This design comes from an exercise in tuning for small area, a short achievable clock period and few clock cycles per item on the open sky130 flow, not from production work.
RTL that was checked went through simulation tests only; none was proved equivalent to the original.

## hyperbolic_exp_cordic
module hyperbolic_exp_cordic (
    input rstn,
    input clk,
    input signed [NUM_W - 1:0] z0,
    input in_valid,
    output in_ready,
    output reg signed [NUM_W - 1:0] w,
    output reg out_valid,
    input out_ready
);
Size in the first run: ~1,900 cells after synthesis, roughly 250 flip-flops, about 38 I/O pins.
==> flow/config.mk <==
export PLATFORM = sky130hd
export DESIGN_NAME = hyperbolic_exp_cordic
export DESIGN_NICKNAME = hyperbolic_exp_cordic
export VERILOG_FILES = /design/flow/design.v
export SDC_FILE = /design/flow/constraint.sdc
export NUM_CORES = 4
export LEC_CHECK = 0
export ABC_AREA = 1
export CAP_MARGIN = 20
export CORE_MARGIN = 2
export CORE_UTILIZATION = 40
export CTS_CLUSTER_DIAMETER = 100
export CTS_CLUSTER_SIZE = 30
export SETUP_SLACK_MARGIN = 2.5
export SLEW_MARGIN = 20
==> flow/constraint.sdc <==
create_clock -name core_clock -period 5.5 [get_ports {clk}]
set_input_delay 1.1000 -clock core_clock [delete_from_list [all_inputs] [get_ports {clk}]]
set_output_delay 1.1000 -clock core_clock [all_outputs]
set_load 0.01 [all_outputs]
run.sh (not shown) runs the stock make flow with config.mk's settings and CLKGATE_MAP_FILE= SYNTH_SCRIPT=/design/flow/synth_recipe.tcl, a recipe that flattens the netlist after the stock synthesis.
Testbench counts at the start, summed over its fixed seeds: cycles 1,120, items 1,024.
Edit:
- TNS_END_PERCENT: unset -> 20
- The changed run completed with no timing, DRC or antenna violations
- routed wire length came out higher slightly
- synthesized area stays the same
- worst hold slack is about the same
- global-route usage stays flat
- clock skew hardly moves
- non-clock buffer count goes up by 2
- utilization barely changes
- count of clock-buffer cells in the layout does not change
- die area does not change
Edit:
==> flow/flow/run.sh (new file) <==
#!/bin/bash
# Standard layout, except that every port gets a sky130_fd_sc_hd__buf_2 as its
# buffer instead of the default delay buffer.
set -euo pipefail
bash standard.sh "BUFFER_PORTS_ARGS=-buffer_cell sky130_fd_sc_hd__buf_2" finish > standard.log 2>&1
==> flow/standard.sh (new file) <==
#!/bin/bash
# synth_recipe.tcl (not shown) runs the flow's synth.tcl, then flattens the netlist and writes it again
# the make line also repeats each setting of config.mk as NAME=value (left out here)
make -C /OpenROAD-flow-scripts/flow DESIGN_CONFIG=/design/flow/config.mk WORK_HOME=/design/flow/orfs CLKGATE_MAP_FILE= SYNTH_SCRIPT=/design/flow/synth_recipe.tcl "${@:-finish}"
- TNS_END_PERCENT: 20 -> unset
removed: flow/run.sh
Effect: First-iteration DRC count decreases by 9.1%. Die area is unchanged. Final area decreases by 1.3%. Register-to-register slack improved by 110 ps. Worst setup slack improved by 110 ps. Non-clock buffer count decreases by 5. Worst hold slack got worse by 28 ps. Core utilization decreases by 0.58 points.
Edit:
==> flow/run.sh (new file) <==
#!/bin/bash
# synth_recipe.tcl (not shown) runs the flow's synth.tcl, then flattens the netlist and writes it again
# the make line also repeats each setting of config.mk as NAME=value (left out here)
make -C /OpenROAD-flow-scripts/flow DESIGN_CONFIG=/design/flow/config.mk WORK_HOME=/design/flow/orfs CLKGATE_MAP_FILE= SYNTH_SCRIPT=/design/flow/synth_recipe.tcl finish
- CTS_CLUSTER_DIAMETER: 100 -> unset
- CTS_CLUSTER_SIZE: 30 -> unset
- SETUP_SLACK_MARGIN: 2.5 -> 2.7
removed: flow/flow/run.sh
removed: flow/standard.sh
=> Non-clock buffer count came out higher by 50. Worst hold slack improved by 13 ps. Routed wire length goes up by about 6%. Final area climbs by 9.8%. Worst setup slack is better by 170 ps. Synthesized area stays the same. Flip-flop and latch count stays the same. First-iteration DRC count went up by about 8%. Die area stays the same. Clock-buffer cell count climbs by 16.
Edit:
- ABC_AREA: 1 -> unset
- SETUP_SLACK_MARGIN: 2.7 -> 2.5
What happened: Critical path depth came out higher by 1; die area increases by about 4.7%; count of clock-buffer cells in the layout climbs by 4; sequential share of layout area came out lower by 2.1 points; first-iteration DRC count went up by 13%.
Edit:
- ABC_AREA: unset -> 1
Result:
- The new run ran to the end with no violations
- maximum frequency is higher by about a fifth
- design area decreases by roughly a tenth
- via count fell by roughly a tenth
- synthesized area shrinks by a few percent
- count of clock-buffer cells in the layout is lower by 3
- global-route usage shrinks by 0.47 points
- worst setup slack gains 530 ps
- synthesized cell count is higher by a few percent

* * *

old:
hyperbolic_exp_cordic, a different RTL version from the one above (not shown whole).
Size: roughly 2200 cells after synthesis, roughly 330 flip-flops, ~38 I/O pins, ~0.022 sq mm of cells after synthesis.
export LEC_CHECK = 0
export CAP_MARGIN = 20
export CORE_MARGIN = 2
export CORE_UTILIZATION = 40
export SLEW_MARGIN = 20
create_clock -name core_clock -period 5.5 [get_ports {clk}]
Stock flow here: none of the scripts above is used.
old: all stages complete, timing, DRC and antenna checks passed
## Diff of input files: new against old
Settings: putting SETUP_SLACK_MARGIN at 2.0 where nothing was set.
### Flow results
Post-place setup slack (new over old): decrease, 110 ps
Going from old to new, multi-input logic portion of the cell area lost 0.34 points; number of buffers added by the clock tree synthesis step lost 1.
Compared to old, new has final critical-path required period 890 ps lower.
No functional check of the RTL was part of any run of this note.

* * *

## try-onyx
hyperbolic_exp_cordic with an RTL version that a note above also has.
Size in the first run: roughly 1,900 cells after synthesis, roughly 17,000 µm² of cells after synthesis.
export LEC_CHECK = 0
export ABC_AREA = 1
export CAP_MARGIN = 20
export CORE_MARGIN = 2
export CORE_UTILIZATION = 40
export CTS_CLUSTER_DIAMETER = 100
export CTS_CLUSTER_SIZE = 30
export SETUP_SLACK_MARGIN = 2.6
export SLEW_MARGIN = 20
create_clock -name core_clock -period 5.5 [get_ports {clk}]
try-onyx ended with every stage complete and zero timing, DRC or antenna violations.
Testbench counts of try-onyx, summed over its fixed seeds: cycles 1,120, items 1,024.
--- input diff try-onyx..try-willow ---
Settings: changing SETUP_SLACK_MARGIN from 2.6 to 2.5; setting TNS_END_PERCENT to 5 for the first time.
--- outcome ---
try-willow: full flow OK, the timing, DRC and antenna checks passed. Hold-fix buffer count after cts came out exactly the same in try-onyx and try-willow. Vias per cell shrinks slightly when moving from try-onyx to try-willow. STATUS area of all placed cells without fillers: try-willow wins against try-onyx. Compared with try-onyx, try-willow shows final cell count lower by 17. Where total vias in the final route is concerned, try-onyx is outperformed by try-willow. In try-willow the count of cell instances traversed by the critical path turned out 1 higher than in try-onyx.
The following lists how try-yarrow was set up differently from try-willow:
Settings: a deleted CTS_CLUSTER_SIZE that had been 30; a deleted CTS_CLUSTER_DIAMETER that had been 100; a deleted TNS_END_PERCENT that had been 5; a change of SETUP_SLACK_MARGIN from 2.5 to 2.2.
--- outcome ---
try-yarrow reached the final stage; the timing, DRC and antenna checks on its layout passed.
Looking at minimum clock period, try-yarrow sits above try-willow.
try-willow → try-yarrow: buffers plus inverters on the worst setup path closely matched the old numbers, fraction of area in registers went down by 0.21 points.
Any difference in HPWL after detailed placement between try-yarrow and try-willow is small enough to ignore.
#### Input delta (try-quartz over try-yarrow)
Settings: CORE_UTILIZATION changed from 40 to 50; CTS_CLUSTER_SIZE newly set to 30; CTS_CLUSTER_DIAMETER newly set to 100; SETUP_SLACK_MARGIN changed from 2.2 to 2.5.
Findings:
- Final routed wirelength across all metal layers ended up 130 µm lower on try-quartz than on try-yarrow.
- Changes observed in try-quartz relative to try-yarrow: die area now sits lower; area added between synthesis and finish now sits higher; clock-pin slew reported for the worst setup and hold paths after clock tree synthesis now sits higher; final area now sits higher; number of tap cells inserted now sits lower.
- Of the two candidates, try-yarrow has the worse global-route wire length before repair and try-quartz the better one.
- Re period utilization: try-quartz is 4.3 points down on try-yarrow.
- Row area of the core: try-quartz lower / try-yarrow higher

==> port drivers added, routing unchanged <==
In the flow no input, the clock included, has a driving cell. The finished layouts below were timed again as built, in two steps.
Step 1 (the two cells are an assumption about what drives the block):
set clk [get_ports {clk}]
set_driving_cell -lib_cell sky130_fd_sc_hd__clkbuf_16 $clk
set_driving_cell -lib_cell sky130_fd_sc_hd__buf_2 [delete_from_list [all_inputs] $clk]
Step 2 also shifts input and output timing later by t, the mid clock arrival at the registers, as if the neighbouring blocks saw the same clock.
a / b / c = ideal ports / drivers / drivers and shift; a / b = the first two.
| run | t (ns) | slack for setup (ns) | worst slew at a driven data input, ns | cell pins on the clock port's net |
|---|---|---|---|---|
| the first run of note 1 | 0.538 | 2.631 / 2.631 / 2.152 | 0.04 | 1 |
| the second run of note 1 | 0.538 | 2.452 / 2.431 / 2.153 | 0.04 | 1 |
| the third run of note 1 | 0.544 | 2.562 / 2.540 / 2.235 | 0.05 | 1 |
| the fourth run of note 1 | 0.599 | 2.732 / 2.713 / 2.273 | 0.05 | 1 |
| the fifth run of note 1 | 0.631 | 2.076 / 2.076 / 1.731 | 0.04 | 1 |
| the sixth run of note 1 | 0.587 | 2.610 / 2.610 / 2.093 | 0.03 | 1 |
| old | 0.595 | 1.225 / 1.255 / 0.661 | 0.03 | 1 |
| new | 0.604 | 2.117 / 2.109 / 1.548 | 0.04 | 1 |
| try-onyx | 0.544 | 2.655 / 2.638 / 2.201 | 0.04 | 1 |
| try-willow | 0.538 | 2.452 / 2.431 / 2.114 | 0.04 | 1 |
| try-yarrow | 0.593 | 2.270 / 2.248 / 1.839 | 0.03 | 1 |
| try-quartz | 0.535 | 2.507 / 2.507 / 2.231 | 0.04 | 1 |
After both steps every run listed still meets setup and hold. The setup slack of new, which loses most, moves by -0.008 ns with the drivers and by -0.569 ns with both steps.
